From an optimization exercise on the open Yosys and OpenROAD flow, aimed at small area and a short achievable clock period; shortcuts taken in it are not production practice.
Where RTL was checked, it was by simulation tests only, not by an equivalence proof against the original.
No functional check of the RTL was part of run 5.
No activity file was given, so power comes from the tool's default toggle rates.

[flow/design.v]
module fp_normalizer (
  input  [24:0] mantissa_temp,
  input  [7:0]  exp1,
  input         flush,
  output [23:0] coarse_mantissa,
  output        fine_shift,
  output [7:0]  normalized_exp
);
  reg [4:0] zero_count;
  integer i;
  always @(*) begin
    zero_count = 5'd0;
    for (i = 0; i < 25; i = i + 1)
      if (mantissa_temp[i]) zero_count = 5'd24 - i;
  end
  wire [24:0] shifted = mantissa_temp << {zero_count[4:3] | {2{flush}}, zero_count[2:1], 1'b0};
  assign coarse_mantissa = shifted[23:0];
  assign fine_shift = zero_count[0];
  assign normalized_exp = exp1 - {3'b0, zero_count};
endmodule
module fp_add8(input [7:0] a, input [7:0] b, input cin, output [7:0] s, output cout);
  wire [8:0] g0, p0;
  assign g0[0] = cin; assign p0[0] = 1'b0;
  assign g0[8:1] = a & b; assign p0[8:1] = a ^ b;
  wire g_0 = g0[1] | (p0[1] & g0[0]);
  wire p_0 = p0[1] & p0[0];
  wire g_1 = g0[2] | (p0[2] & g0[1]);
  wire p_1 = p0[2] & p0[1];
  wire g_2 = g0[3] | (p0[3] & g0[2]);
  wire p_2 = p0[3] & p0[2];
  wire g_3 = g0[4] | (p0[4] & g0[3]);
  wire p_3 = p0[4] & p0[3];
  wire g_4 = g0[5] | (p0[5] & g0[4]);
  wire p_4 = p0[5] & p0[4];
  wire g_5 = g0[6] | (p0[6] & g0[5]);
  wire p_5 = p0[6] & p0[5];
  wire g_6 = g0[7] | (p0[7] & g0[6]);
  wire p_6 = p0[7] & p0[6];
  wire g_7 = g0[8] | (p0[8] & g0[7]);
  wire p_7 = p0[8] & p0[7];
  wire g_8 = g_1 | (p_1 & g0[0]);
  wire p_8 = p_1 & p0[0];
  wire g_9 = g_2 | (p_2 & g_0);
  wire p_9 = p_2 & p_0;
  wire g_10 = g_3 | (p_3 & g_1);
  wire p_10 = p_3 & p_1;
  wire g_11 = g_4 | (p_4 & g_2);
  wire p_11 = p_4 & p_2;
  wire g_12 = g_5 | (p_5 & g_3);
  wire p_12 = p_5 & p_3;
  wire g_13 = g_6 | (p_6 & g_4);
  wire p_13 = p_6 & p_4;
  wire g_14 = g_7 | (p_7 & g_5);
  wire p_14 = p_7 & p_5;
  wire g_15 = g_10 | (p_10 & g0[0]);
  wire p_15 = p_10 & p0[0];
  wire g_16 = g_11 | (p_11 & g_0);
  wire p_16 = p_11 & p_0;
  wire g_17 = g_12 | (p_12 & g_8);
  wire p_17 = p_12 & p_8;
  wire g_18 = g_13 | (p_13 & g_9);
  wire p_18 = p_13 & p_9;
  wire g_19 = g_14 | (p_14 & g_10);
  wire p_19 = p_14 & p_10;
  wire g_20 = g_19 | (p_19 & g0[0]);
  wire p_20 = p_19 & p0[0];
  assign s[0] = p0[1] ^ g0[0];
  assign s[1] = p0[2] ^ g_0;
  assign s[2] = p0[3] ^ g_8;
  assign s[3] = p0[4] ^ g_9;
  assign s[4] = p0[5] ^ g_15;
  assign s[5] = p0[6] ^ g_16;
  assign s[6] = p0[7] ^ g_17;
  assign s[7] = p0[8] ^ g_18;
  assign cout = g_20;
endmodule
module fp_cmp31(input [30:0] a, input [30:0] b, output ge, output ge_hi);
  wire [30:0] g0 = a & ~b;
  wire [30:0] p0 = a | ~b;
  wire g_0 = g0[1] | (p0[1] & g0[0]);
  wire p_0 = p0[1] & p0[0];
  wire g_1 = g0[3] | (p0[3] & g0[2]);
  wire p_1 = p0[3] & p0[2];
  wire g_2 = g0[5] | (p0[5] & g0[4]);
  wire p_2 = p0[5] & p0[4];
  wire g_3 = g0[7] | (p0[7] & g0[6]);
  wire p_3 = p0[7] & p0[6];
  wire g_4 = g0[9] | (p0[9] & g0[8]);
  wire p_4 = p0[9] & p0[8];
  wire g_5 = g0[11] | (p0[11] & g0[10]);
  wire p_5 = p0[11] & p0[10];
  wire g_6 = g0[13] | (p0[13] & g0[12]);
  wire p_6 = p0[13] & p0[12];
  wire g_7 = g0[15] | (p0[15] & g0[14]);
  wire p_7 = p0[15] & p0[14];
  wire g_8 = g0[17] | (p0[17] & g0[16]);
  wire p_8 = p0[17] & p0[16];
  wire g_9 = g0[19] | (p0[19] & g0[18]);
  wire p_9 = p0[19] & p0[18];
  wire g_10 = g0[21] | (p0[21] & g0[20]);
  wire p_10 = p0[21] & p0[20];
  wire g_11 = g_1 | (p_1 & g_0);
  wire p_11 = p_1 & p_0;
  wire g_12 = g_3 | (p_3 & g_2);
  wire p_12 = p_3 & p_2;
  wire g_13 = g_5 | (p_5 & g_4);
  wire p_13 = p_5 & p_4;
  wire g_14 = g_7 | (p_7 & g_6);
  wire p_14 = p_7 & p_6;
  wire g_15 = g_9 | (p_9 & g_8);
  wire p_15 = p_9 & p_8;
  wire g_16 = g0[22] | (p0[22] & g_10);
  wire p_16 = p0[22] & p_10;
  wire g_17 = g_12 | (p_12 & g_11);
  wire p_17 = p_12 & p_11;
  wire g_18 = g_14 | (p_14 & g_13);
  wire p_18 = p_14 & p_13;
  wire g_19 = g_16 | (p_16 & g_15);
  wire p_19 = p_16 & p_15;
  wire g_20 = g_18 | (p_18 & g_17);
  wire p_20 = p_18 & p_17;
  wire g_21 = g_19 | (p_19 & g_20);
  wire p_21 = p_19 & p_20;
  wire g_22 = g0[24] | (p0[24] & g0[23]);
  wire p_22 = p0[24] & p0[23];
  wire g_23 = g0[26] | (p0[26] & g0[25]);
  wire p_23 = p0[26] & p0[25];
  wire g_24 = g0[28] | (p0[28] & g0[27]);
  wire p_24 = p0[28] & p0[27];
  wire g_25 = g0[30] | (p0[30] & g0[29]);
  wire p_25 = p0[30] & p0[29];
  wire g_26 = g_23 | (p_23 & g_22);
  wire p_26 = p_23 & p_22;
  wire g_27 = g_25 | (p_25 & g_24);
  wire p_27 = p_25 & p_24;
  wire g_28 = g_27 | (p_27 & g_26);
  wire p_28 = p_27 & p_26;
  assign ge_hi = g_28 | p_28;
  assign ge = g_28 | (p_28 & (g_21 | p_21));
endmodule
module fp_add25(input [24:0] a, input [24:0] b, input cin, output [24:0] s, output cout);
  wire [25:0] g0, p0;
  assign g0[0] = cin; assign p0[0] = 1'b0;
  assign g0[25:1] = a & b; assign p0[25:1] = a ^ b;
  wire g_0 = g0[1] | (p0[1] & g0[0]);
  wire p_0 = p0[1] & p0[0];
  wire g_1 = g0[2] | (p0[2] & g0[1]);
  wire p_1 = p0[2] & p0[1];
  wire g_2 = g0[3] | (p0[3] & g0[2]);
  wire p_2 = p0[3] & p0[2];
  wire g_3 = g0[4] | (p0[4] & g0[3]);
  wire p_3 = p0[4] & p0[3];
  wire g_4 = g0[5] | (p0[5] & g0[4]);
  wire p_4 = p0[5] & p0[4];
  wire g_5 = g0[6] | (p0[6] & g0[5]);
  wire p_5 = p0[6] & p0[5];
  wire g_6 = g0[7] | (p0[7] & g0[6]);
  wire p_6 = p0[7] & p0[6];
  wire g_7 = g0[8] | (p0[8] & g0[7]);
  wire p_7 = p0[8] & p0[7];
  wire g_8 = g0[9] | (p0[9] & g0[8]);
  wire p_8 = p0[9] & p0[8];
  wire g_9 = g0[10] | (p0[10] & g0[9]);
  wire p_9 = p0[10] & p0[9];
  wire g_10 = g0[11] | (p0[11] & g0[10]);
  wire p_10 = p0[11] & p0[10];
  wire g_11 = g0[12] | (p0[12] & g0[11]);
  wire p_11 = p0[12] & p0[11];
  wire g_12 = g0[13] | (p0[13] & g0[12]);
  wire p_12 = p0[13] & p0[12];
  wire g_13 = g0[14] | (p0[14] & g0[13]);
  wire p_13 = p0[14] & p0[13];
  wire g_14 = g0[15] | (p0[15] & g0[14]);
  wire p_14 = p0[15] & p0[14];
  wire g_15 = g0[16] | (p0[16] & g0[15]);
  wire p_15 = p0[16] & p0[15];
  wire g_16 = g0[17] | (p0[17] & g0[16]);
  wire p_16 = p0[17] & p0[16];
  wire g_17 = g0[18] | (p0[18] & g0[17]);
  wire p_17 = p0[18] & p0[17];
  wire g_18 = g0[19] | (p0[19] & g0[18]);
  wire p_18 = p0[19] & p0[18];
  wire g_19 = g0[20] | (p0[20] & g0[19]);
  wire p_19 = p0[20] & p0[19];
  wire g_20 = g0[21] | (p0[21] & g0[20]);
  wire p_20 = p0[21] & p0[20];
  wire g_21 = g0[22] | (p0[22] & g0[21]);
  wire p_21 = p0[22] & p0[21];
  wire g_22 = g0[23] | (p0[23] & g0[22]);
  wire p_22 = p0[23] & p0[22];
  wire g_23 = g0[24] | (p0[24] & g0[23]);
  wire p_23 = p0[24] & p0[23];
  wire g_24 = g0[25] | (p0[25] & g0[24]);
  wire p_24 = p0[25] & p0[24];
  wire g_25 = g_1 | (p_1 & g0[0]);
  wire p_25 = p_1 & p0[0];
  wire g_26 = g_2 | (p_2 & g_0);
  wire p_26 = p_2 & p_0;
  wire g_27 = g_3 | (p_3 & g_1);
  wire p_27 = p_3 & p_1;
  wire g_28 = g_4 | (p_4 & g_2);
  wire p_28 = p_4 & p_2;
  wire g_29 = g_5 | (p_5 & g_3);
  wire p_29 = p_5 & p_3;
  wire g_30 = g_6 | (p_6 & g_4);
  wire p_30 = p_6 & p_4;
  wire g_31 = g_7 | (p_7 & g_5);
  wire p_31 = p_7 & p_5;
  wire g_32 = g_8 | (p_8 & g_6);
  wire p_32 = p_8 & p_6;
  wire g_33 = g_9 | (p_9 & g_7);
  wire p_33 = p_9 & p_7;
  wire g_34 = g_10 | (p_10 & g_8);
  wire p_34 = p_10 & p_8;
  wire g_35 = g_11 | (p_11 & g_9);
  wire p_35 = p_11 & p_9;
  wire g_36 = g_12 | (p_12 & g_10);
  wire p_36 = p_12 & p_10;
  wire g_37 = g_13 | (p_13 & g_11);
  wire p_37 = p_13 & p_11;
  wire g_38 = g_14 | (p_14 & g_12);
  wire p_38 = p_14 & p_12;
  wire g_39 = g_15 | (p_15 & g_13);
  wire p_39 = p_15 & p_13;
  wire g_40 = g_16 | (p_16 & g_14);
  wire p_40 = p_16 & p_14;
  wire g_41 = g_17 | (p_17 & g_15);
  wire p_41 = p_17 & p_15;
  wire g_42 = g_18 | (p_18 & g_16);
  wire p_42 = p_18 & p_16;
  wire g_43 = g_19 | (p_19 & g_17);
  wire p_43 = p_19 & p_17;
  wire g_44 = g_20 | (p_20 & g_18);
  wire p_44 = p_20 & p_18;
  wire g_45 = g_21 | (p_21 & g_19);
  wire p_45 = p_21 & p_19;
  wire g_46 = g_22 | (p_22 & g_20);
  wire p_46 = p_22 & p_20;
  wire g_47 = g_23 | (p_23 & g_21);
  wire p_47 = p_23 & p_21;
  wire g_48 = g_24 | (p_24 & g_22);
  wire p_48 = p_24 & p_22;
  wire g_49 = g_27 | (p_27 & g0[0]);
  wire p_49 = p_27 & p0[0];
  wire g_50 = g_28 | (p_28 & g_0);
  wire p_50 = p_28 & p_0;
  wire g_51 = g_29 | (p_29 & g_25);
  wire p_51 = p_29 & p_25;
  wire g_52 = g_30 | (p_30 & g_26);
  wire p_52 = p_30 & p_26;
  wire g_53 = g_31 | (p_31 & g_27);
  wire p_53 = p_31 & p_27;
  wire g_54 = g_32 | (p_32 & g_28);
  wire p_54 = p_32 & p_28;
  wire g_55 = g_33 | (p_33 & g_29);
  wire p_55 = p_33 & p_29;
  wire g_56 = g_34 | (p_34 & g_30);
  wire p_56 = p_34 & p_30;
  wire g_57 = g_35 | (p_35 & g_31);
  wire p_57 = p_35 & p_31;
  wire g_58 = g_36 | (p_36 & g_32);
  wire p_58 = p_36 & p_32;
  wire g_59 = g_37 | (p_37 & g_33);
  wire p_59 = p_37 & p_33;
  wire g_60 = g_38 | (p_38 & g_34);
  wire p_60 = p_38 & p_34;
  wire g_61 = g_39 | (p_39 & g_35);
  wire p_61 = p_39 & p_35;
  wire g_62 = g_40 | (p_40 & g_36);
  wire p_62 = p_40 & p_36;
  wire g_63 = g_41 | (p_41 & g_37);
  wire p_63 = p_41 & p_37;
  wire g_64 = g_42 | (p_42 & g_38);
  wire p_64 = p_42 & p_38;
  wire g_65 = g_43 | (p_43 & g_39);
  wire p_65 = p_43 & p_39;
  wire g_66 = g_44 | (p_44 & g_40);
  wire p_66 = p_44 & p_40;
  wire g_67 = g_45 | (p_45 & g_41);
  wire p_67 = p_45 & p_41;
  wire g_68 = g_46 | (p_46 & g_42);
  wire p_68 = p_46 & p_42;
  wire g_69 = g_47 | (p_47 & g_43);
  wire p_69 = p_47 & p_43;
  wire g_70 = g_48 | (p_48 & g_44);
  wire p_70 = p_48 & p_44;
  wire g_71 = g_53 | (p_53 & g0[0]);
  wire p_71 = p_53 & p0[0];
  wire g_72 = g_54 | (p_54 & g_0);
  wire p_72 = p_54 & p_0;
  wire g_73 = g_55 | (p_55 & g_25);
  wire p_73 = p_55 & p_25;
  wire g_74 = g_56 | (p_56 & g_26);
  wire p_74 = p_56 & p_26;
  wire g_75 = g_57 | (p_57 & g_49);
  wire p_75 = p_57 & p_49;
  wire g_76 = g_58 | (p_58 & g_50);
  wire p_76 = p_58 & p_50;
  wire g_77 = g_59 | (p_59 & g_51);
  wire p_77 = p_59 & p_51;
  wire g_78 = g_60 | (p_60 & g_52);
  wire p_78 = p_60 & p_52;
  wire g_79 = g_61 | (p_61 & g_53);
  wire p_79 = p_61 & p_53;
  wire g_80 = g_62 | (p_62 & g_54);
  wire p_80 = p_62 & p_54;
  wire g_81 = g_63 | (p_63 & g_55);
  wire p_81 = p_63 & p_55;
  wire g_82 = g_64 | (p_64 & g_56);
  wire p_82 = p_64 & p_56;
  wire g_83 = g_65 | (p_65 & g_57);
  wire p_83 = p_65 & p_57;
  wire g_84 = g_66 | (p_66 & g_58);
  wire p_84 = p_66 & p_58;
  wire g_85 = g_67 | (p_67 & g_59);
  wire p_85 = p_67 & p_59;
  wire g_86 = g_68 | (p_68 & g_60);
  wire p_86 = p_68 & p_60;
  wire g_87 = g_69 | (p_69 & g_61);
  wire p_87 = p_69 & p_61;
  wire g_88 = g_70 | (p_70 & g_62);
  wire p_88 = p_70 & p_62;
  wire g_89 = g_79 | (p_79 & g0[0]);
  wire p_89 = p_79 & p0[0];
  wire g_90 = g_80 | (p_80 & g_0);
  wire p_90 = p_80 & p_0;
  wire g_91 = g_81 | (p_81 & g_25);
  wire p_91 = p_81 & p_25;
  wire g_92 = g_82 | (p_82 & g_26);
  wire p_92 = p_82 & p_26;
  wire g_93 = g_83 | (p_83 & g_49);
  wire p_93 = p_83 & p_49;
  wire g_94 = g_84 | (p_84 & g_50);
  wire p_94 = p_84 & p_50;
  wire g_95 = g_85 | (p_85 & g_51);
  wire p_95 = p_85 & p_51;
  wire g_96 = g_86 | (p_86 & g_52);
  wire p_96 = p_86 & p_52;
  wire g_97 = g_87 | (p_87 & g_71);
  wire p_97 = p_87 & p_71;
  wire g_98 = g_88 | (p_88 & g_72);
  wire p_98 = p_88 & p_72;
  assign s[0] = p0[1] ^ g0[0];
  assign s[1] = p0[2] ^ g_0;
  assign s[2] = p0[3] ^ g_25;
  assign s[3] = p0[4] ^ g_26;
  assign s[4] = p0[5] ^ g_49;
  assign s[5] = p0[6] ^ g_50;
  assign s[6] = p0[7] ^ g_51;
  assign s[7] = p0[8] ^ g_52;
  assign s[8] = p0[9] ^ g_71;
  assign s[9] = p0[10] ^ g_72;
  assign s[10] = p0[11] ^ g_73;
  assign s[11] = p0[12] ^ g_74;
  assign s[12] = p0[13] ^ g_75;
  assign s[13] = p0[14] ^ g_76;
  assign s[14] = p0[15] ^ g_77;
  assign s[15] = p0[16] ^ g_78;
  assign s[16] = p0[17] ^ g_89;
  assign s[17] = p0[18] ^ g_90;
  assign s[18] = p0[19] ^ g_91;
  assign s[19] = p0[20] ^ g_92;
  assign s[20] = p0[21] ^ g_93;
  assign s[21] = p0[22] ^ g_94;
  assign s[22] = p0[23] ^ g_95;
  assign s[23] = p0[24] ^ g_96;
  assign s[24] = p0[25] ^ g_97;
  assign cout = g_98;
endmodule
module fpadd_pipelined (input clk,
                        input reset,
                        input [31:0] reg_A,
                        input [31:0] reg_B,
                        output [31:0] out);
  localparam FINE = 3;
  localparam DSEL = 0;
  localparam [7:0] EXP_ADJ = 8'd1;
  wire [7:0] ea = reg_A[30:23];
  wire [7:0] eb = reg_B[30:23];
  wire [7:0] dab, dba;
  wire cab, cba;
  fp_add8 sub_ab(.a(ea), .b(~eb), .cin(1'b1), .s(dab), .cout(cab));
  fp_add8 sub_ba(.a(eb), .b(~ea), .cin(1'b1), .s(dba), .cout(cba));
  wire a_ge_b, exp_ge;
  fp_cmp31 cmp_ab(.a(reg_A[30:0]), .b(reg_B[30:0]), .ge(a_ge_b), .ge_hi(exp_ge));
  wire [7:0] d = exp_ge ? dab : dba;
  wire [4:0] s = d[4:0];
  wire big = |d[7:5];
  wire [7:0] d_hi = exp_le ? dba : dab;
  wire exp_le = cba;
  wire [22:0] fmn = a_ge_b ? reg_B[22:0] : reg_A[22:0];
  wire [23:0] m0 = {1'b1, fmn} >> {s[4:FINE], {FINE{1'b0}}};
  reg        s0_sign, s0_sub, s0_valid;
  reg [7:0]  s0_exp;
  reg [22:0] s0_fmx;
  reg [23:0] s0_m;
  reg [FINE-1:0] s0_shift;
  reg        s0_big;
  reg [FINE-1:0] s0_shift_hi;
  reg        s0_big_hi;
  always @(posedge clk or posedge reset)
    if (reset) s0_valid <= 1'b0;
    else       s0_valid <= 1'b1;
  always @(posedge clk) begin
    s0_sign  <= a_ge_b ? reg_A[31] : reg_B[31];
    s0_sub   <= reg_A[31] ^ reg_B[31];
    s0_exp   <= a_ge_b ? ea : eb;
    s0_fmx   <= a_ge_b ? reg_A[22:0] : reg_B[22:0];
    s0_m     <= m0;
    s0_shift <= s[FINE-1:0];
    s0_big   <= big;
    s0_shift_hi <= d_hi[FINE-1:0];
    s0_big_hi <= |d_hi[7:5];
  end
  wire [23:0] m_lo = s0_m >> s0_shift;
  wire [23:0] m_hi = s0_m >> s0_shift_hi;
  wire [23:0] m_sh = {m_hi[23:12], m_lo[11:0]};
  wire [23:0] m = m_sh & {{12{~s0_big_hi}}, {12{~s0_big}}};
  wire [24:0] t;
  wire t_cout;
  fp_add25 add_t(.a({2'b01, s0_fmx}), .b({s0_sub, m ^ {24{s0_sub}}}), .cin(s0_sub),
                 .s(t), .cout(t_cout));
  reg        s1_sign, s1_valid, s1_ezero;
  reg [7:0]  s1_exp1;
  reg [24:0] s1_t;
  always @(posedge clk or posedge reset)
    if (reset) s1_valid <= 1'b0;
    else       s1_valid <= s0_valid;
  always @(posedge clk) begin
    s1_sign  <= s0_sign;
    s1_exp1  <= s0_exp + EXP_ADJ;
    s1_ezero <= ~|s0_exp;
    s1_t     <= t;
  end
  wire [23:0] coarse;
  wire        fine;
  wire [7:0]  nexp;
  fp_normalizer fp_normalizer(.mantissa_temp(s1_t),
                              .exp1(s1_exp1),
                              .coarse_mantissa(coarse),
                              .fine_shift(fine),
                              .flush(~s1_valid),
                              .normalized_exp(nexp));
  wire low_zero = ~|s1_t[23:0];
  wire res_zero = low_zero & (~s1_t[24] | (~s1_sign & s1_ezero));
  wire se_zero  = ~s1_valid | res_zero;
  reg        r2_sign, r2_fine;
  reg [7:0]  r2_exp;
  reg [23:0] r2_man;
  always @(posedge clk or posedge reset)
    if (reset) begin
      r2_sign <= 1'b0;
      r2_exp  <= 8'b0;
      r2_man  <= 24'b0;
      r2_fine <= 1'b0;
    end else begin
      r2_sign <= se_zero ? 1'b0 : s1_sign;
      r2_exp  <= se_zero ? 8'b0 : nexp;
      r2_man  <= coarse;
      r2_fine <= fine;
    end
  wire [22:0] frac = r2_fine ? r2_man[22:0] : r2_man[23:1];
  assign out = {r2_sign, r2_exp, frac};
endmodule
[flow/flow/run.sh]
#!/bin/bash
# Standard layout (standard.sh) with the smallest buffer on the ports and
# no CTS dummy loads.
bash standard.sh \
  "BUFFER_PORTS_ARGS=-buffer_cell sky130_fd_sc_hd__buf_1" \
  "CTS_ARGS=-sink_clustering_enable -repair_clock_nets -dont_use_dummy_load -buf_list {sky130_fd_sc_hd__clkbuf_4 sky130_fd_sc_hd__clkbuf_8}" \
  finish > standard.log 2>&1
[flow/constraint.sdc]
create_clock -name core_clock -period 6.5 [get_ports {clk}]
set_input_delay 1.3000 -clock core_clock [delete_from_list [all_inputs] [get_ports {clk}]]
set_output_delay 1.3000 -clock core_clock [all_outputs]
set_load 0.01 [all_outputs]
[flow/config.mk]
export PLATFORM = sky130hd
export DESIGN_NAME = fpadd_pipelined
export DESIGN_NICKNAME = fpadd_pipelined
export VERILOG_FILES = /design/flow/design.v
export SDC_FILE = /design/flow/constraint.sdc
export NUM_CORES = 4
export LEC_CHECK = 0
export ABC_AREA = 1
export CAP_MARGIN = 20
export CORE_MARGIN = 2
export CORE_UTILIZATION = 40
export GPL_ROUTABILITY_DRIVEN = 0
export SETUP_SLACK_MARGIN = 3.0
export SLEW_MARGIN = 20
export TNS_END_PERCENT = 10
[flow/standard.sh]
#!/bin/bash
# synth_recipe.tcl (not shown) runs the flow's synth.tcl, then flattens the netlist and writes it again
# the make line also repeats each setting of config.mk as NAME=value (left out here)
make -C /OpenROAD-flow-scripts/flow DESIGN_CONFIG=/design/flow/config.mk WORK_HOME=/design/flow/orfs CLKGATE_MAP_FILE= SYNTH_SCRIPT=/design/flow/synth_recipe.tcl "${@:-finish}"
==> results of run 1 <==
==> sequential cells by signal, summed over array words and instances, names as in the netlist <==
name	count
s1_t	25
r2_man	24
s0_m	24
s0_fmx	23
r2_exp	8
s0_exp	8
s1_exp1	8
s0_shift_hi	3
s0_shift	2
r2_fine	1
r2_sign	1
s0_big	1
s0_big_hi	1
s0_sign	1
s0_sub	1
s0_valid	1
s1_ezero	1
s1_sign	1
s1_valid	1
==> area by class of cell <==
type,count,area [um^2]
Clock buffer,17,234
Fill cell,2421,12600
Multi-Input combinational cell,989,5370
Timing Repair inverter,1,7.51
Timing Repair Buffer,103,422
Tap cell,285,357
Sequential cell,135,2890
Inverter,174,666
==> per-stage QoR <==
stage	instance area (um^2)	power (uW)	utilization, %	setup WS [ns]
after floorplan	9150	2820	-	3.28
after global placement	9640	3310	42.7	2.40
after detailed placement	9640	3320	42.7	2.34
after CTS	9900	3830	43.9	2.95
after global routing	9950	4200	44.1	2.86
final	9950	3820	44.1	3.08
==> routing by layer <==
metal,GRT usage [%],vias to the layer above,wire length [um]
met5,0,-,0
met4,6.38,0,458
met3,3.26,28,857
met2,34.1,206,11200
met1,24.7,3805,10900
li1,-,4522,-
==> what timing repair did <==
action,4_1_cts,5_1_grt
endpoints found under the setup margin,35,40
buffers inserted,0,3
resized for setup,7,16
pin swaps,0,0
gates cloned,1,0
==> layout by cell type (no fill, tap or decap), types with 3 or more instances in the layout <==
cell type and n:
nand2_2 11, fa_1 3, xnor2_1 10, a31oi_1 4
dfxtp_1 95, nor2_1 100, o21ai_0 113, nor4_1 3
clkbuf_8 17, ha_1 46, a211oi_1 4, a21oi_1 80
xor2_1 53, buf_1 97, inv_1 161, nand4_1 8
inv_2 9, o211ai_1 29, nor3b_1 3, o21a_1 5
o21ai_1 41, nor3_1 11, clkinvlp_4 3, mux2i_1 8
buf_4 5, o22ai_1 21, dfrtp_1 35, nand3_1 48
nand2_1 352, or2_1 4, o21ai_2 8
==> kinds of logic (layout without fill, tap and decap cells) <==
| kind of cell | count (synthesis) | after routing | share of synthesized area, % |
|---|---|---|---|
| XOR/XNOR | 63 | 63 | 6.03 |
| other | 1 | 1 | 0.0410 |
| AND/OR/NAND/NOR | 550 | 550 | 24.8 |
| AO/OA/AOI/OAI | 317 | 317 | 19.7 |
| flip-flops | 135 | 135 | 31.5 |
| buffers and inverters | 222 | 295 | 9.98 |
| adder cells (fa/ha/maj) | 49 | 49 | 6.94 |
| multiplexers | 9 | 9 | 0.998 |
==> power breakdown <==
| part | leakage, uW | switching, uW | total, uW | internal [uW] |
|---|---|---|---|---|
| sequential | 0.00129 | 205 | 1300 | 1090 |
| combinational | 0.00335 | 1320 | 2030 | 711 |
| clock | 0.000122 | 264 | 493 | 229 |
==> final timing paths <==
path,start,to,cells after the start
max in group asynchronous,reset,r2_fine,3
min reg2reg,s0_sign,s1_sign,0
max reg2reg,s1_t[2],r2_exp[7],19
max,reg_A[23],s0_big_hi,13
min,s0_sign,s1_sign,0
min in group asynchronous,reset,r2_man[6],3
==> critical path, delay by kind of cell <==
family,cells,cell delay [ns]
AND/OR/NAND/NOR,2,0.20
adder cells (fa/ha/maj),2,0.58
buffers and inverters,3,0.24
AO/OA/AOI/OAI,6,1.38
==> out/metrics.yaml, run 1 <==
start_util_pct: 40.6
min_path_type: "flip-flop to flip-flop"
row_count: 55
ant_nets: 0
numCtsBuffers: 17
via_per_inst: 5.02
critPathLaunchType: "input port"
antenna_cells: 0
yosys.area.top_type: "dfxtp_1"
synthTopCellsByArea: "dfxtp_1 (22%), nand2_1 (14%), dfrtp_1 (9.8%)"
postSynth.asyncResetShare_pct: 26.7
critical_path_class: "input port to flip-flop"
ff2ff_setup_slack_ns: 3.23
first_iter_violations: 391
finalHoldViolCount: 0
tightest_slew_ns: 0.659
status: "complete, no violations"
ys_seq_area_share_pct: 31.5
setup_tns_ns: 0
fp.dieW_um: 155
synth_cell_types: 48
vdd_ir_drop_max_mv: 0.150
nets: 1536
holdBufCountCts: 0
grt_pass1_wl_um: 38000
max_slew_margin_pct: 55.7
area_growth_pct: 8.69
finalSetupViolations: 0
grt_usage_pct: 19.6
insertion_delay_ns: 0.45
fmax_ghz: 0.293
ctsLongestPathBuffers: 2
yosysTopAreaCellShare_pct: 21.7
slowest_stage: "a21oi_1"
via_count: 8561
layout-drive-gt1-share_pct: 5.36
cts_root_buffer: "clkbuf_8"
path_clk_slew_ns: 0.06
ys_ff_latch: 135
arrival_ns: 3.72
dp_cells: 1683
yosysWarnings: 2
synth.most_common_cell: "nand2_1"
core_area_um2: 22600
synth_top_cells_by_count: "nand2_1 (352), inv_1 (163), o21ai_0 (117)"
cts_tree: "yes"
synth_enable_flop_cells: 0
grt-ovfl-total: 0
rsz0062_at_grt: "yes"
cp_data_required_time_ns: 6.80
syn_area_um2: 9150
syn_area_per_cell_um2: 6.80
grt_max_degree: 63
drt_wl_total_um: 23400
drcViolationCount: 0
dp_hpwl_um: 19100
crit_path_max_fanout: 6
synthFlopType: "dfxtp_1"
drv_cap: 0
clock_sinks: 135
first_global_vias: 7902
synth_nets: 1461
io_buffers: 97
hold_ws_ns: 0.336
dieArea_um2: 24100
finClkSkew_ns: 0.0397
finalCritPeriodShare_pct: 52.6
path_cells: "buf_1 -> inv_1 -> ha_1 -> inv_1 -> fa_1 -> nand2_1 -> a21oi_1 -> o21ai_0 -> a21oi_1 -> o21ai_0 -> nand2_1 -> a21oi_1 -> o21ai_0"
antenna_found_initial: 0
slew_violations: 0
htreeDepth: 4
min_period_ns: 3.42
cpPeakStageDelay_ns: 0.39
die_y_um: 155
wire_per_inst_um: 13.7
drt_first_pass_iters: 7
leakagePower_uw: 0.00476
cp-end-kind: "flip-flop"
ios: 98
postSynthCellCount: 1346
final_cells: 1704
power_density_nw_per_um2: 384
==> run 2, diff against run 1 <==
--- a/flow/config.mk
+++ b/flow/config.mk
@@ -10,5 +10,4 @@
 export CORE_MARGIN = 2
 export CORE_UTILIZATION = 40
-export GPL_ROUTABILITY_DRIVEN = 0
 export SETUP_SLACK_MARGIN = 3.0
 export SLEW_MARGIN = 20
==> run 2 against run 1 <==
Effect of this change: still clean on timing, DRC and antenna; register-to-register slack about the same; combinational power about the same; clock power up 2%; worst hold slack better by 0.0018 ns; critical path depth down 2; cell count unchanged; worst setup slack better by 0.093 ns; clock skew down 0.0095 ns; clock-buffer cell count unchanged; core utilization about the same; area after synthesis unchanged.
==> out/metrics.yaml, run 2 <==
status: "complete, no violations"
crit_path_max_fanout: 77
max_slew_margin_pct: 53.0
fin_util_pct: 44.1
numCtsBuffers: 17
power_density_nw_per_um2: 387
mostFrequentLayoutCells: "nand2_1 (352), inv_1 (161), o21ai_0 (115)"
antenna_found_initial: 1
place_ws_ns: 2.68
first_global_vias: 7915
rsz0062_at_grt: "yes"
io_buffers: 97
finalSetupViolations: 0
cpPeakStageDelay_ns: 0.51
setup_tns_ns: 0
area_growth_pct: 8.71
place_area_um2: 9640
start_util_pct: 40.6
ys_seq_area_share_pct: 31.5
grtUsageMet1_pct: 25.6
postSynthCellCount: 1346
yosysWarnings: 2
drcViolationCount: 0
hold_ws_ns: 0.337
grtUsageMet2_pct: 34.1
pwr-share-clk_pct: 13.1
drt_first_pass_iters: 5
via_count: 8575
die_y_um: 155
combPwrFrac_pct: 53.0
reg_top3: "s1_t: 25 flops, r2_man: 24 flops, s0_m: 24 flops"
p_sw_uw: 1820
internal_power_uw: 2030
synthAdderAreaFrac_pct: 6.94
via_per_inst: 5.03
synth_cell_types: 48
synthTopCellsByArea: "dfxtp_1 (22%), nand2_1 (14%), dfrtp_1 (9.8%)"
fillers: 2426
ios: 98
slowest_stage: "buf_4"
final_common_cell: "nand2_1"
cts_tree: "yes"
grt-busiest-layer: "met2"
yosysTopAreaCellShare_pct: 21.7
core_area_um2: 22600
synthXorXnorAreaFrac_pct: 6.03
muxShareOfSynthArea_pct: 0.998
yosys.area.top_type: "dfxtp_1"
dieArea_um2: 24100
leakagePower_uw: 0.00475
place_congestion: 0.907
cpMostUsedCell: "inv_1"
path_cells: "buf_1 -> inv_1 -> ha_1 -> inv_1 -> fa_1 -> o21a_1 -> o21a_2 -> nand2_2 -> buf_4 -> o21ai_0 -> o211ai_1"
critical_path_class: "input port to flip-flop"
tightest_slew_ns: 0.701
drv_cap: 0
dp_hpwl_um: 19800
fmax_ghz: 0.301
finalInstanceArea_um2: 9950
cp-end-kind: "flip-flop"
grt_usage_pct: 20.1
syn_area_um2: 9150
synth_top_cells_by_count: "nand2_1 (352), inv_1 (163), o21ai_0 (117)"
grt_max_degree: 78
synthFlopType: "dfxtp_1"
p_seq_share_pct: 33.9
synthSimpleGateAreaFrac_pct: 24.8
netSwitchingFraction_pct: 47.2
grt-ovfl-total: 0
wire_per_inst_um: 14.3
fp.dieW_um: 155
top_register: "s1_t"
path_clk_slew_ns: 0.07
ant_nets: 0
cts_root_buffer: "clkbuf_8"
synth.most_common_cell: "nand2_1"
min_path_type: "flip-flop to flip-flop"
postSynth.asyncResetShare_pct: 26.7
largest_reg_flops: 25
ctsLongestPathBuffers: 2
row_count: 55
arrival_ns: 3.67
htreeDepth: 4
syn_area_per_cell_um2: 6.80
vdd_ir_drop_max_mv: 0.123
nets: 1536
min_period_ns: 3.33
insertion_delay_ns: 0.44
antenna_cells: 0
slew_violations: 0
critPathLaunchType: "input port"
layout-drive-gt1-share_pct: 5.57
setup_slack_ns: 3.17
finalCritPeriodShare_pct: 51.2
cp_data_required_time_ns: 6.85
clock_sinks: 135
synth_top_family_by_area: "simple AND/OR/NAND/NOR gates"
ys_ff_latch: 135
synth_nets: 1461
grt_pass1_wl_um: 38800
synth-compound-area-share_pct: 19.7
first_iter_violations: 438
synth_enable_flop_cells: 0
finalHoldViolCount: 0
use_met3_pct: 3.59
drt_wl_total_um: 24300
finClkSkew_ns: 0.0302
==> run 2: cell counts after synthesis <==
No cell type changed its count.
==> run 2: cells by family after synthesis <==
kind of cell               count (synthesis)
and+or+nand+nor                          550
AOI/OAI and AO/OA                        317
buffers and inverters                    222
DFF                                      135
xor gates and xnor gates                  63
adders and majority gates                 49
muxes                                      9
other                                      1
==> run 2: layout make-up <==
cell class	instances	area, um^2	share of cell area [%]
multi-input cells	989	5380	54.1
flip-flops and latches	135	2890	29.1
inverters	174	666	6.69
repair buffers	103	409	4.11
well taps	285	357	3.58
clock buffers	17	234	2.35
repair inverters	1	7.51	0.0754
==> run 2: routing by layer <==
| metal | part of all wire, % | wire length [um] |
|---|---|---|
| met1 | 47 | 11300 |
| met2 | 47 | 11500 |
| met3 | 3.9 | 958 |
| met4 | 2.1 | 514 |
| met5 | 0.029 | 7 |
==> run 2: per-stage QoR <==
stage	std cells	total power (uW)
after floorplan	1346	2820
after global placement	1683	3330
after detailed placement	1683	3340
after CTS	1700	3850
after global routing	1704	4220
final	1704	3850
==> run 2: repair_timing <==
action | CTS | global route
gates resized for setup | 3 | 17
gates cloned | 0 | 1
setup buffers | 0 | 3
hold buffers | 0 | 0
setup endpoints to repair | 11 | 17
pin swaps | 0 | 1
==> run 2: final timing paths <==
check / start / to / slack (ns) / depth (start not counted)
min in group asynchronous: reset / r2_man[20] / 0.92 / 3
min: s0_sign / s1_sign / 0.34 / 0
max in group asynchronous: reset / r2_fine / 5.25 / 3
max reg2reg: s0_shift[1] / s1_t[20] / 3.22 / 19
max: reg_B[23] / s0_m[2] / 3.17 / 11
min reg2reg: s0_sign / s1_sign / 0.34 / 0
==> run 2: worst max-delay path, delay by kind of cell <==
kind / cells / cell delay [ns]
AO/OA/AOI/OAI: 4 / 0.92
AND/OR/NAND/NOR: 1 / 0.08
adder cells (fa/ha/maj): 2 / 0.59
buffers and inverters: 4 / 0.76
==> run 2: power by group through the flow <==
stage | clock network [uW] | registers (uW) | logic [uW]
after floorplan | 0 | 1210 | 1610
after detailed placement | 0 | 1320 | 2010
after global routing | 556 | 1340 | 2320
after CTS | 520 | 1310 | 2020
final | 503 | 1310 | 2040
after global placement | 0 | 1320 | 2010
==> run 3, diff against run 2 <==
--- a/flow/config.mk
+++ b/flow/config.mk
@@ -12,3 +12,2 @@
 export SETUP_SLACK_MARGIN = 3.0
 export SLEW_MARGIN = 20
-export TNS_END_PERCENT = 10
==> run 3 against run 2 <==
Effect of this change: worst setup slack improved by 0.015 ns; routed wire length grew 0.61%; critical path type unchanged; area after synthesis is the same; clock skew about the same; die area unchanged; via count up 0.23%; critical endpoint unchanged; highest routed layer unchanged; non-clock buffer count increased by 5; maximum frequency increased by 0.47%; total power up 0.95%; sequential power about the same; final area increased by 0.60%.
==> out/metrics.yaml, run 3 <==
synthTopCellsByArea: "dfxtp_1 (22%), nand2_1 (14%), dfrtp_1 (9.8%)"
route.met3.wl_um: 952
synth-compound-area-share_pct: 19.7
ant_nets: 0
synthXorXnorAreaFrac_pct: 6.03
drcViolationCount: 0
grt-ovfl-total: 0
mostFrequentLayoutCells: "nand2_1 (352), inv_1 (161), o21ai_0 (114)"
first_global_vias: 7915
synth_top_family_by_area: "simple AND/OR/NAND/NOR gates"
ys_ff_latch: 135
grt_usage_pct: 20.1
core_area_um2: 22600
slew_violations: 0
highest_layer: "met5"
holdBufCountCts: 0
start_util_pct: 40.6
ys_seq_area_share_pct: 31.5
fp.dieW_um: 155
nets: 1541
ff2ff_setup_slack_ns: 3.27
wire_per_inst_um: 14.3
yosysTopAreaCellShare_pct: 21.7
die_y_um: 155
syn_area_per_cell_um2: 6.80
cp-end-kind: "flip-flop"
via_per_inst: 5.03
reg_top3: "s1_t: 25 flops, r2_man: 24 flops, s0_m: 24 flops"
synth_enable_flop_cells: 0
hold_ws_ns: 0.338
wl_met2_um: 11600
leakagePower_uw: 0.00478
synthFlopType: "dfxtp_1"
clock_sinks: 135
synthAdderAreaFrac_pct: 6.94
vdd_ir_drop_max_mv: 0.125
cts_tree: "yes"
critPathLaunchType: "input port"
dieArea_um2: 24100
synth_top_cells_by_count: "nand2_1 (352), inv_1 (163), o21ai_0 (117)"
finalSetupViolations: 0
grt_max_degree: 78
insertion_delay_ns: 0.44
antenna_cells: 0
fmax_ghz: 0.302
synth.most_common_cell: "nand2_1"
min_period_ns: 3.31
synth_cell_types: 48
status: "complete, no violations"
first_iter_violations: 447
largest_reg_flops: 25
place_congestion: 0.907
ctsLongestPathBuffers: 2
io_buffers: 97
drv_cap: 0
min_path_type: "flip-flop to flip-flop"
rsz0062_at_grt: "no"
syn_area_um2: 9150
crit_path_max_fanout: 77
critical_path_class: "input port to flip-flop"
layout-drive-gt1-share_pct: 6.18
numCtsBuffers: 17
postSynth.asyncResetShare_pct: 26.7
max_slew_margin_pct: 54.1
drt_first_pass_iters: 5
yosysWarnings: 2
synthSimpleGateAreaFrac_pct: 24.8
area_growth_pct: 9.36
ios: 98
postSynthCellCount: 1346
top_register: "s1_t"
cts_root_buffer: "clkbuf_8"
finClkSkew_ns: 0.0299
grt_pass1_wl_um: 38800
yosys.area.top_type: "dfxtp_1"
finalHoldViolCount: 0
via_count: 8595
synth_nets: 1461
drt_wl_total_um: 24400
arrival_ns: 3.66
dp_hpwl_um: 19800
htreeDepth: 4
drt-met1-wl_um: 11400
finalCritPeriodShare_pct: 50.9
antenna_found_initial: 1
cp_data_required_time_ns: 6.85
row_count: 55
tightest_slew_ns: 0.683
final_common_cell: "nand2_1"
setup_tns_ns: 0
path_clk_slew_ns: 0.07
muxShareOfSynthArea_pct: 0.998
power_density_nw_per_um2: 388
run 3: cell counts after synthesis:
Identical to the previous run, type by type.
run 3: layout make-up:
cell class,instances,area [um^2]
Clock buffer,17,234
Inverter,174,666
Multi-Input combinational cell,989,5400
Tap cell,285,357
Fill cell,2420,12600
Sequential cell,135,2900
Timing Repair inverter,1,7.51
Timing Repair Buffer,108,447
run 3: kinds of logic after synthesis:
family	count (synthesis)
other	1
muxes	9
adders and majority gates	49
AOI/OAI and AO/OA	317
buffers and inverters	222
DFF	135
and+or+nand+nor	550
xor gates and xnor gates	63
run 3: worst paths after layout:
check                      cells after the start         end        start
max                                           11     s0_m[2]    reg_B[23]
min                                            0     s1_sign      s0_sign
max reg2reg                                   19    s1_t[20]  s0_shift[1]
min reg2reg                                    0     s1_sign      s0_sign
max in group asynchronous                      3     r2_fine        reset
min in group asynchronous                      3  r2_man[20]        reset
run 3: worst max-delay path: stages:
cell	delay, ns
buf_1	0.11
inv_1	0.08
ha_1	0.19
inv_1	0.06
fa_1	0.40
o21a_1	0.21
o21a_2	0.21
nand2_2	0.08
buf_4	0.51
o21ai_0	0.24
o211ai_1	0.25
run 3: stage by stage:
step / util (%) / cells / area (um^2) / total power, uW / setup WS, ns
3_5_place_dp: 42.7 / 1683 / 9640 / 3340 / 2.68
2_1_floorplan: - / 1346 / 9150 / 2820 / 3.28
5_1_grt: 44.4 / 1709 / 10000 / 4250 / 2.97
4_1_cts: 43.8 / 1700 / 9880 / 3850 / 2.99
3_3_place_gp: 42.7 / 1683 / 9640 / 3330 / 2.64
6_report: 44.4 / 1709 / 10000 / 3890 / 3.19
run 3: what timing repair did:
| item | in CTS | in global routing |
|---|---|---|
| gates cloned | 0 | 1 |
| pin swaps | 0 | 2 |
| setup buffers | 0 | 8 |
| endpoints found under the setup margin | 11 | 17 |
| gates resized for setup | 3 | 24 |
run 3: per-layer routing:
layer	track usage [%]	vias to the layer above
li1	-	4531
met1	25.6	3805
met2	34.1	214
met3	3.59	43
met4	7.08	2
met5	0	-
run 3: report_power, final:
| group | internal [uW] | switching, uW | leakage (uW) |
|---|---|---|---|
| logic | 729 | 1350 | 0.00337 |
| clock network | 230 | 274 | 0.000122 |
| registers | 1090 | 214 | 0.00129 |
| total | 2050 | 1840 | 0.00478 |
==> run 4, diff against run 3 <==
--- a/flow/config.mk
+++ b/flow/config.mk
@@ -6,5 +6,5 @@
 export NUM_CORES = 4
 export LEC_CHECK = 0
-export ABC_AREA = 1
+export ABC_AREA = 0
 export CAP_MARGIN = 20
 export CORE_MARGIN = 2
@@ -12,2 +12,3 @@
 export SETUP_SLACK_MARGIN = 3.0
 export SLEW_MARGIN = 20
+export TNS_END_PERCENT = 10
==> run 4 against run 3 <==
Effect of this change: worst setup slack got worse by 0.24 ns; clock skew about the same; sequential power rose by 9%; total power is 6.5% higher; synthesized cell count shrank 22%; worst hold slack got worse by 0.0097 ns; final area is 11% higher; clock-buffer cell count is the same; maximum frequency decreased by 6.8%; combinational power is 6% higher; flip-flop and latch count unchanged; critical path type unchanged; critical endpoint unchanged.
==> out/metrics.yaml, run 4 <==
ys_seq_area_share_pct: 30.6
grt_usage_pct: 19.8
via_count: 8101
cts_tree: "yes"
core_area_um2: 23300
ctsLongestPathBuffers: 2
finClkSkew_ns: 0.0300
place_congestion: 0.891
arrival_ns: 3.86
p_seq_share_pct: 34.5
nets: 1292
syn_area_per_cell_um2: 8.94
grtUsageMet1_pct: 25.8
row_count: 56
grt-busiest-layer: "met2"
critical_path_class: "input port to flip-flop"
grt-ovfl-total: 0
p_sw_uw: 1740
slew_violations: 0
postSynthCellCount: 1054
vdd_ir_drop_max_mv: 0.126
reg_top3: "s1_t: 25 flops, r2_man: 24 flops, s0_m: 24 flops"
pwr-share-clk_pct: 12.1
holdBufCountCts: 0
top_register: "s1_t"
area_growth_pct: 17.7
final_common_cell: "buf_1"
drcViolationCount: 0
min_path_type: "flip-flop to flip-flop"
critPathLaunchType: "input port"
synth_top_cells_by_count: "dfxtp_1 (99), mux2i_1 (85), nor2_1 (80)"
cp-end-kind: "flip-flop"
power_density_nw_per_um2: 373
use_met3_pct: 3.25
htreeDepth: 4
leakagePower_uw: 0.00478
antenna_found_initial: 0
rsz0062_at_grt: "yes"
dp_hpwl_um: 18100
yosysTopAreaCellShare_pct: 21.0
mostFrequentLayoutCells: "buf_1 (95), dfxtp_1 (94), mux2i_1 (77)"
finalCritPeriodShare_pct: 54.6
wire_per_inst_um: 16.9
die_y_um: 157
tightest_slew_ns: 0.866
max_slew_margin_pct: 42.3
status: "complete, no violations"
yosys.area.top_type: "dfxtp_1"
ys_ff_latch: 135
synth.most_common_cell: "dfxtp_1"
io_buffers: 97
yosysWarnings: 2
combPwrFrac_pct: 53.4
min_period_ns: 3.55
start_util_pct: 40.4
drv_cap: 0
crit_path_max_fanout: 8
synthTopCellsByArea: "dfxtp_1 (21%), dfrtp_1 (9.6%), mux2i_1 (9.0%)"
postSynth.asyncResetShare_pct: 26.7
fp.dieW_um: 157
insertion_delay_ns: 0.44
syn_area_um2: 9420
fillers: 2288
ant_nets: 0
fmax_ghz: 0.282
via_per_inst: 5.42
ios: 98
grtUsageMet2_pct: 33.1
finalSetupViolations: 0
synth_cell_types: 81
synthFlopType: "dfxtp_1"
drt_wl_total_um: 25200
cp_data_required_time_ns: 6.81
largest_reg_flops: 25
synth_enable_flop_cells: 0
drt_first_pass_iters: 5
grt_max_degree: 83
setup_tns_ns: 0
finalHoldViolCount: 0
first_global_vias: 7497
numCtsBuffers: 17
fin_util_pct: 47.5
cts_root_buffer: "clkbuf_8"
path_clk_slew_ns: 0.07
layout-drive-gt1-share_pct: 17.8
dieArea_um2: 24800
first_iter_violations: 421
synth_nets: 1169
antenna_cells: 0
internal_power_uw: 2400
grt_pass1_wl_um: 38500
netSwitchingFraction_pct: 42.0
clock_sinks: 135
==> run 4: cell count changes after synthesis, moves of 25 or more <==
cell,delta
inv_1,-93
mux2_2,+43
mux2i_1,+77
nand2_1,-296
o21ai_0,-64
o21ai_1,-31
xor2_1,-25
==> run 4: logic make-up after synthesis <==
kind of cell / count (synthesis) / synth area share, %
compound gates: 270 / 19.1
xor+xnor: 63 / 6.13
fa+ha+maj: 53 / 7.17
buf+inv: 121 / 5.70
flops: 135 / 30.6
mux: 144 / 17.8
other cells: 1 / 0.0398
simple gates: 267 / 13.5
==> run 4: per-stage QoR <==
step / power, uW / cells / setup WS, ns / hold slack [ns] / cell area (um^2)
finish: 4140 / 1494 / 2.95 / 0.328 / 11100
global route: 4430 / 1494 / 2.86 / 0.350 / 11100
detailed placement: 3350 / 1430 / 1.70 / 0.312 / 10000
CTS: 3960 / 1467 / 2.92 / 0.328 / 10600
global placement: 3340 / 1430 / 1.86 / 0.314 / 10000
floorplan: 2870 / 1054 / 2.78 / 0.310 / 9480
==> run 4: critical path, cell delays in order <==
cell and delay (ns):
clkbuf_2 0.11, ha_4 0.16, inv_4 0.05, fa_2 0.20
o21bai_1 0.09, a21oi_2 0.22, o41ai_4 0.13, a211oi_4 0.25
buf_12 0.15, mux2i_4 0.30, xnor2_4 0.20, clkbuf_16 0.22
mux2i_1 0.19, a2bb2oi_1 0.19, mux2i_1 0.09
==> run 4: final cells by class <==
class / count / area, um^2 / share of cell area [%]
inverter: 73 / 295 / 2.66
timing repair buffer: 149 / 903 / 8.14
tap: 319 / 399 / 3.60
sequential: 135 / 2900 / 26.1
multi-input combinational: 801 / 6370 / 57.4
clock buffer: 17 / 234 / 2.11
==> run 4: power groups by stage <==
stage	Combinational (uW)	Clock (uW)	Sequential, uW
after detailed placement	1920	0	1430
after CTS	2040	513	1410
after floorplan	1600	0	1280
final	2210	500	1430
after global placement	1910	0	1430
after global routing	2430	544	1460
==> run 4: final timing paths <==
kind,cells past startpoint,to,start,slack (ns)
worst max-delay path,15,s0_m[2],reg_A[23],2.95
worst min-delay path,0,s1_sign,s0_sign,0.33
worst max register to register,16,s1_t[17],s0_shift[1],3.07
worst min register to register,0,s1_sign,s0_sign,0.33
max in group asynchronous,3,r2_man[22],reset,5.25
min in group asynchronous,3,r2_exp[2],reset,0.91
==> run 4: layer usage <==
layer / share of wire [%] / vias up / routed length [um]
met4: 3.4 / 0 / 851
met5: 0 / - / 0
met3: 4.7 / 47 / 1190
met1: 45 / 3768 / 11400
li1: - / 4025 / -
met2: 47 / 261 / 11800
==> run 4: what timing repair did <==
action                                  CTS  global route
endpoints found under the setup margin   80            61
gates cloned                              3             4
resized for setup                        34            55
pin swaps                                11            31
setup buffers                            17            23
==> run 5, diff against run 4 <==
--- a/flow/design.v
+++ b/flow/design.v
@@ -373,5 +373,5 @@
                         input [31:0] reg_B,
                         output [31:0] out);
-  localparam FINE = 3;
+  localparam FINE = 4;
   localparam DSEL = 0;
   localparam [7:0] EXP_ADJ = 8'd1;
--- a/flow/config.mk
+++ b/flow/config.mk
@@ -6,5 +6,5 @@
 export NUM_CORES = 4
 export LEC_CHECK = 0
-export ABC_AREA = 0
+export ABC_AREA = 1
 export CAP_MARGIN = 20
 export CORE_MARGIN = 2
==> run 5 against run 4 <==
Effect of this change: highest routed layer unchanged; cell count is 20% higher; largest cell class unchanged; clock skew is 0.0058 ns higher; via count rose by 13%; die area barely moved; sequential share of layout area is 2.0 points higher; flip-flop and latch count increased by 2; register-to-register slack better by 0.09 ns; maximum frequency increased by 4.4%.
==> out/metrics.yaml, run 5 <==
ys_ff_latch: 137
min_period_ns: 3.40
path_clk_slew_ns: 0.07
top_register: "s1_t"
synth.most_common_cell: "nand2_1"
critPathLaunch: "reg_A[24]"
syn_area_per_cell_um2: 6.67
start_util_pct: 40.4
die_y_um: 158
grt-ovfl-total: 0
first_global_vias: 8297
whs_path_depth: 0
hp-start: "s0_valid"
crit_path_max_fanout: 9
reg2reg_from: "s0_shift_hi[0]"
dp_hpwl_um: 20100
min_path_type: "flip-flop to flip-flop"
cts_tree: "yes"
ff2ff_setup_slack_ns: 3.16
yosys.area.top_type: "dfxtp_1"
tightest_slew_ns: 0.842
place_congestion: 0.922
finalCritPeriodShare_pct: 52.3
postSynthCellCount: 1413
area_growth_pct: 10.8
clock_sinks: 137
layout-drive-gt1-share_pct: 5.20
via_per_inst: 5.09
ios: 98
dieArea_um2: 24800
cp-end-kind: "flip-flop"
htreeDepth: 4
via_count: 9165
leakagePower_uw: 0.00491
power_density_nw_per_um2: 374
syn_area_um2: 9430
fmax_ghz: 0.294
nets: 1598
ctsLongestPathBuffers: 2
drt_first_pass_iters: 6
antenna_cells: 0
io_buffers: 97
reg2reg_depth: 22
final_common_cell: "nand2_1"
arrival_ns: 3.73
drt_wl_total_um: 25600
setup_slack_ns: 3.10
place_ws_ns: 2.22
largest_reg_flops: 25
ys_seq_area_share_pct: 31.0
cts_root_buffer: "clkbuf_8"
r2r_end: "s1_t[20]"
drv_cap: 0
finalHoldViolCount: 0
grt_max_degree: 92
grt_usage_pct: 20.8
slew_violations: 0
max_slew_margin_pct: 43.3
fp.dieW_um: 158
mostFrequentLayoutCells: "nand2_1 (367), inv_1 (168), o21ai_0 (131)"
numCtsBuffers: 17
ant_nets: 0
synth_nets: 1528
synthFlopType: "dfxtp_1"
core_area_um2: 23300
row_count: 56
synthTopCellsByArea: "dfxtp_1 (21%), nand2_1 (15%), dfrtp_1 (9.6%)"
hold_end: "s1_valid"
antenna_found_initial: 1
finalSetupViolations: 0
postSynth.asyncResetShare_pct: 26.3
finClkSkew_ns: 0.0357
fillers: 2464
yosysWarnings: 2
critPathLaunchType: "input port"
critical_path_class: "input port to flip-flop"
grt_pass1_wl_um: 40800
synth_cell_types: 57
cp_data_required_time_ns: 6.82
synth_enable_flop_cells: 0
rsz0062_at_grt: "yes"
yosysTopAreaCellShare_pct: 21.4
status: "complete, no violations"
vdd_ir_drop_max_mv: 0.163
synth_top_cells_by_count: "nand2_1 (367), inv_1 (168), o21ai_0 (143)"
holdBufCountCts: 0
wire_per_inst_um: 14.2
insertion_delay_ns: 0.46
reg_top3: "s1_t: 25 flops, r2_man: 24 flops, s0_m: 24 flops"
first_iter_violations: 653
drcViolationCount: 0
setup_tns_ns: 0
run 5: changes by cell type after synthesis, moves of 21 or more:
cell	previous run	this run
mux2i_1	85	4
xor2_1	28	56
nor2_1	80	107
mux2_2	44	1
nand2_1	56	367
nand3_1	46	93
o211ai_1	7	28
a21o_1	23	0
o21ai_0	53	143
inv_1	70	168
xnor2_1	33	8
run 5: worst max-delay path by stage:
stage / end / cells past startpoint
5_1_grt: s1_t[24] / 21
3_3_place_gp: s0_m[3] / 13
4_1_cts: s0_m[2] / 12
6_report: s0_m[7] / 12
3_5_place_dp: s0_m[3] / 12
2_1_floorplan: s1_t[20] / 19
run 5: stage by stage:
| stage | std cells | total power (uW) | hold WS (ns) | util, % | area, um^2 |
|---|---|---|---|---|---|
| final | 1800 | 3900 | 0.351 | 44.8 | 10400 |
| after detailed placement | 1778 | 3290 | 0.335 | 42.6 | 9950 |
| after global routing | 1800 | 4280 | 0.362 | 44.8 | 10400 |
| after floorplan | 1413 | 2790 | 0.310 | - | 9430 |
| after CTS | 1796 | 3820 | 0.353 | 43.8 | 10200 |
| after global placement | 1778 | 3280 | 0.332 | 42.6 | 9950 |
run 5: final cells by class:
cell class,count,area [um^2],area share (%)
Clock buffer,17,234,2.24
Inverter,175,667,6.39
Multi-Input combinational cell,1047,5730,54.8
Sequential cell,137,2930,28.1
Tap cell,319,399,3.82
Timing Repair Buffer,105,484,4.64
run 5: critical path, cell delays in order:
cell	delay, ns
buf_1	0.20
inv_1	0.12
fa_1	0.44
o21ai_0	0.34
a21boi_2	0.15
nand2_2	0.17
nand2_1	0.09
o21ai_2	0.17
xor2_4	0.33
inv_1	0.20
a21oi_1	0.14
o21ai_1	0.07
run 5: kinds of logic after synthesis:
logic type | share of synthesized area, %
flops | 31.0
compound gates | 18.8
mux | 0.544
buf+inv | 9.89
simple gates | 26.9
other cells | 0.0398
fa+ha+maj | 6.74
xor+xnor | 6.12
run 5: timing repair:
action | in CTS | in global routing
gates resized for setup | 14 | 43
endpoints found under the setup margin | 60 | 65
pin swaps | 1 | 4
setup buffers | 1 | 1
cloned | 0 | 3
run 5: metal layers:
| layer | track usage [%] | share of wire (%) | up-vias |
|---|---|---|---|
| met2 | 33.8 | 45 | 260 |
| met1 | 28.4 | 48 | 4115 |
| met5 | 0 | 0 | - |
| met4 | 6.28 | 2.0 | 0 |
| li1 | - | - | 4750 |
| met3 | 3.28 | 5.2 | 40 |
run 5: where the power goes:
group | switching, uW | leakage, uW | internal (uW) | total (uW)
Clock | 276 | 0.000122 | 230 | 506
Sequential | 241 | 0.00131 | 1100 | 1340
Combinational | 1340 | 0.00348 | 717 | 2050
==> run 6, diff against run 5 <==
--- a/flow/design.v
+++ b/flow/design.v
@@ -373,5 +373,5 @@
                         input [31:0] reg_B,
                         output [31:0] out);
-  localparam FINE = 4;
+  localparam FINE = 3;
   localparam DSEL = 0;
   localparam [7:0] EXP_ADJ = 8'd1;
--- a/flow/config.mk
+++ b/flow/config.mk
@@ -10,5 +10,5 @@
 export CORE_MARGIN = 2
 export CORE_UTILIZATION = 40
-export SETUP_SLACK_MARGIN = 3.0
+export SETUP_SLACK_MARGIN = 2.9
 export SLEW_MARGIN = 20
 export TNS_END_PERCENT = 10
==> run 6 against run 5 <==
Effect of this change: still clean; flip-flop and latch count down 2; clock skew down 0.0077 ns; final area down 5.2%; register-to-register slack worse by 0.04 ns; total power down 1.6%; synthesized cell count down 4.7%; non-clock buffer count down 5; worst hold slack worse by 0.015 ns.
==> out/metrics.yaml, run 6 <==
min_path_type: "flip-flop to flip-flop"
critPathBufInv: 1
place_congestion: 0.907
yosysWarnings: 2
reg2reg_depth: 14
htreeDepth: 4
cts_setup_buffers: 0
synth_top_cells_by_count: "nand2_1 (352), inv_1 (163), o21ai_0 (117)"
rsz0062_at_grt: "yes"
insertion_delay_ns: 0.44
grt_usage_pct: 20.1
postSynthCellCount: 1346
ys_ff_latch: 135
leakagePower_uw: 0.00474
cpPeakStageDelay_ns: 0.75
top_register: "s1_t"
reg2reg_from: "s0_sub"
critical_path_class: "flip-flop to flip-flop"
yosys.area.top_type: "dfxtp_1"
cts_root_buffer: "clkbuf_8"
synthFlopType: "dfxtp_1"
final_common_cell: "nand2_1"
max_slew_margin_pct: 54.4
arrival_ns: 3.75
finalSetupViolations: 0
start_util_pct: 40.6
critPathLaunchType: "flip-flop"
slew_violations: 0
vdd_ir_drop_max_mv: 0.124
grt-ovfl-total: 0
cp_top_family: "flip-flops"
crit_path_max_fanout: 10
mostFrequentLayoutCells: "nand2_1 (352), inv_1 (162), o21ai_0 (117)"
path_clk_slew_ns: 0.07
syn_area_per_cell_um2: 6.80
finalCritPeriodShare_pct: 52.0
tightest_slew_ns: 0.679
syn_area_um2: 9150
die_y_um: 155
synth_enable_flop_cells: 0
largest_reg_flops: 25
cts_tree: "yes"
hp-start: "s0_sign"
first_global_vias: 7915
cp_data_required_time_ns: 6.87
hold_end: "s1_sign"
yosysTopAreaCellShare_pct: 21.7
wire_per_inst_um: 14.3
clock_sinks: 135
nets: 1533
via_count: 8553
synthTopCellsByArea: "dfxtp_1 (22%), nand2_1 (14%), dfrtp_1 (9.8%)"
finalHoldViolCount: 0
drcViolationCount: 0
ios: 98
synth.most_common_cell: "nand2_1"
fp.dieW_um: 155
io_buffers: 97
setup_tns_ns: 0
reg_top3: "s1_t: 25 flops, r2_man: 24 flops, s0_m: 24 flops"
postSynth.asyncResetShare_pct: 26.7
first_iter_violations: 461
power_density_nw_per_um2: 388
synth_cell_types: 48
drv_cap: 0
core_area_um2: 22600
drt_wl_total_um: 24300
cpMostUsedCell: "nand2_1"
ys_seq_area_share_pct: 31.5
min_period_ns: 3.38
fmax_ghz: 0.296
layout-drive-gt1-share_pct: 4.94
grt_max_degree: 78
r2r_end: "s1_t[20]"
path_cells: "clkinvlp_4 -> xor2_1 -> ha_1 -> nand3_1 -> nand2_1 -> nand3_1 -> o21ai_2 -> a21oi_1 -> o21ai_1 -> nand3_1 -> nand2_1 -> nand2_1 -> nand2_1 -> xor2_1"
total_power_uw: 3840
grt_pass1_wl_um: 38800
numCtsBuffers: 17
slowest_stage: "dfxtp_1"
antenna_found_initial: 1
dieArea_um2: 24100
status: "complete, no violations"
dp_hpwl_um: 19800
drt_first_pass_iters: 5
finClkSkew_ns: 0.0280
via_per_inst: 5.03
ant_nets: 0
whs_path_depth: 0
antenna_cells: 0
ctsLongestPathBuffers: 2
row_count: 55
cp-end-kind: "flip-flop"
synth_nets: 1461
ff2ff_setup_slack_ns: 3.12
area_growth_pct: 8.15
-- run 6: changes by cell type after synthesis, sizes merged, moves of 4 or more --
cell,change
a21oi,-4
xor2,-4
buf,+5
o22ai,+18
clkbuf,-12
nand3,-45
nor2,-4
mux2i,+4
nand2,-8
-- run 6: repair_timing --
action | CTS | global route
cloned | 0 | 1
hold buffers | 0 | 0
setup endpoints to repair | 6 | 9
pin swaps | 0 | 1
gates resized for setup | 2 | 7
-- run 6: area by class of cell --
cell class | count | area [um^2]
clock buffer | 17 | 234
fill | 2433 | 12700
inverter | 174 | 659
multi-input combinational | 989 | 5370
sequential | 135 | 2890
tap | 285 | 357
timing repair buffer | 100 | 387
timing repair inverter | 1 | 7.51
-- run 6: report_power, final --
part	internal (uW)	switching [uW]
Clock	230	273
Combinational	704	1330
Sequential	1090	213
Total	2020	1810
-- run 6: worst max-delay path by stage --
stage | startpoint | endpoint | slack [ns] | depth (start not counted)
2_1_floorplan | reg_A[23] | s0_big_hi | 3.28 | 12
3_3_place_gp | reg_B[23] | s0_big_hi | 2.64 | 12
3_5_place_dp | s0_shift_hi[0] | s1_t[20] | 2.68 | 21
4_1_cts | s1_t[2] | r2_exp[7] | 2.89 | 19
5_1_grt | s1_t[2] | r2_exp[6] | 2.77 | 33
6_report | s0_sub | s1_t[20] | 3.12 | 14
-- run 6: cell families (layout without fill, tap and decap cells) --
| kind of cell | after synthesis | count (layout) | share of synthesized area [%] |
|---|---|---|---|
| simple gates | 550 | 550 | 24.8 |
| compound gates | 317 | 317 | 19.7 |
| buf+inv | 222 | 292 | 9.98 |
| flops | 135 | 135 | 31.5 |
| xor+xnor | 63 | 63 | 6.03 |
| fa+ha+maj | 49 | 49 | 6.94 |
| mux | 9 | 9 | 0.998 |
| other cells | 1 | 1 | 0.0410 |
-- run 6: metrics by stage --
step	worst slack [ns]	hold WS [ns]	util, %	area [um^2]	cells
global route	2.77	0.343	43.9	9900	1701
CTS	2.89	0.338	43.7	9870	1700
floorplan	3.28	0.310	-	9150	1346
global placement	2.64	0.312	42.7	9640	1683
finish	3.12	0.336	43.9	9900	1701
detailed placement	2.68	0.315	42.7	9640	1683
-- run 6: routing by layer --
metal	vias to the layer above	part of all wire (%)	GRT usage [%]
li1	4512	-	-
met4	2	2.3	7.08
met3	45	4.1	3.59
met2	227	47	34.1
met1	3767	46	25.6
met5	-	0.029	0
-- run 6: worst reg2reg max path, delay by kind of cell, from the launching register on --
family	cells	cell delay, ns
AND/OR/NAND/NOR	7	0.67
XOR/XNOR	2	0.41
flip-flops	1	0.75
adder cells (fa/ha/maj)	1	0.37
buffers and inverters	1	0.50
AO/OA/AOI/OAI	3	0.61

static timing again, ports no longer ideal:
The results above use ideal ports. As a check the final layouts listed here were re-extracted and re-timed, cells and wires unchanged. Step 1 sets driving cells, clkbuf_16 on the clock port and buf_2 on the other inputs (assumed; they add their load-dependent delay and slew). Step 2, shift: input delay + t, output delay - t, t = (earliest + latest rising clock arrival at the registers) / 2. This alone moves slack from input paths to output paths. a / b / c = no drivers / after step 1 / after step 2; a / b = the first two.
| run | t (ns) | slack for setup (ns) | worst setup path after step 2 | cell pins on the clock port's net |
|---|---|---|---|---|
| run 1 | 0.470 | 3.081 / 3.088 / 2.618 | input to register | 1 |
| run 2 | 0.467 | 3.174 / 3.184 / 2.718 | input to register | 1 |
| run 3 | 0.469 | 3.189 / 3.201 / 2.732 | input to register | 1 |
| run 4 | 0.474 | 2.949 / 2.927 / 2.454 | input to register | 1 |
| run 5 | 0.480 | 3.099 / 3.115 / 2.635 | input to register | 1 |
| run 6 | 0.471 | 3.119 / 3.119 / 2.667 | input to register | 1 |
After both steps setup and hold are still met in every run listed. For run 4, which loses most, drivers alone change the setup slack by -0.022 ns; drivers and shift together by -0.495 ns.
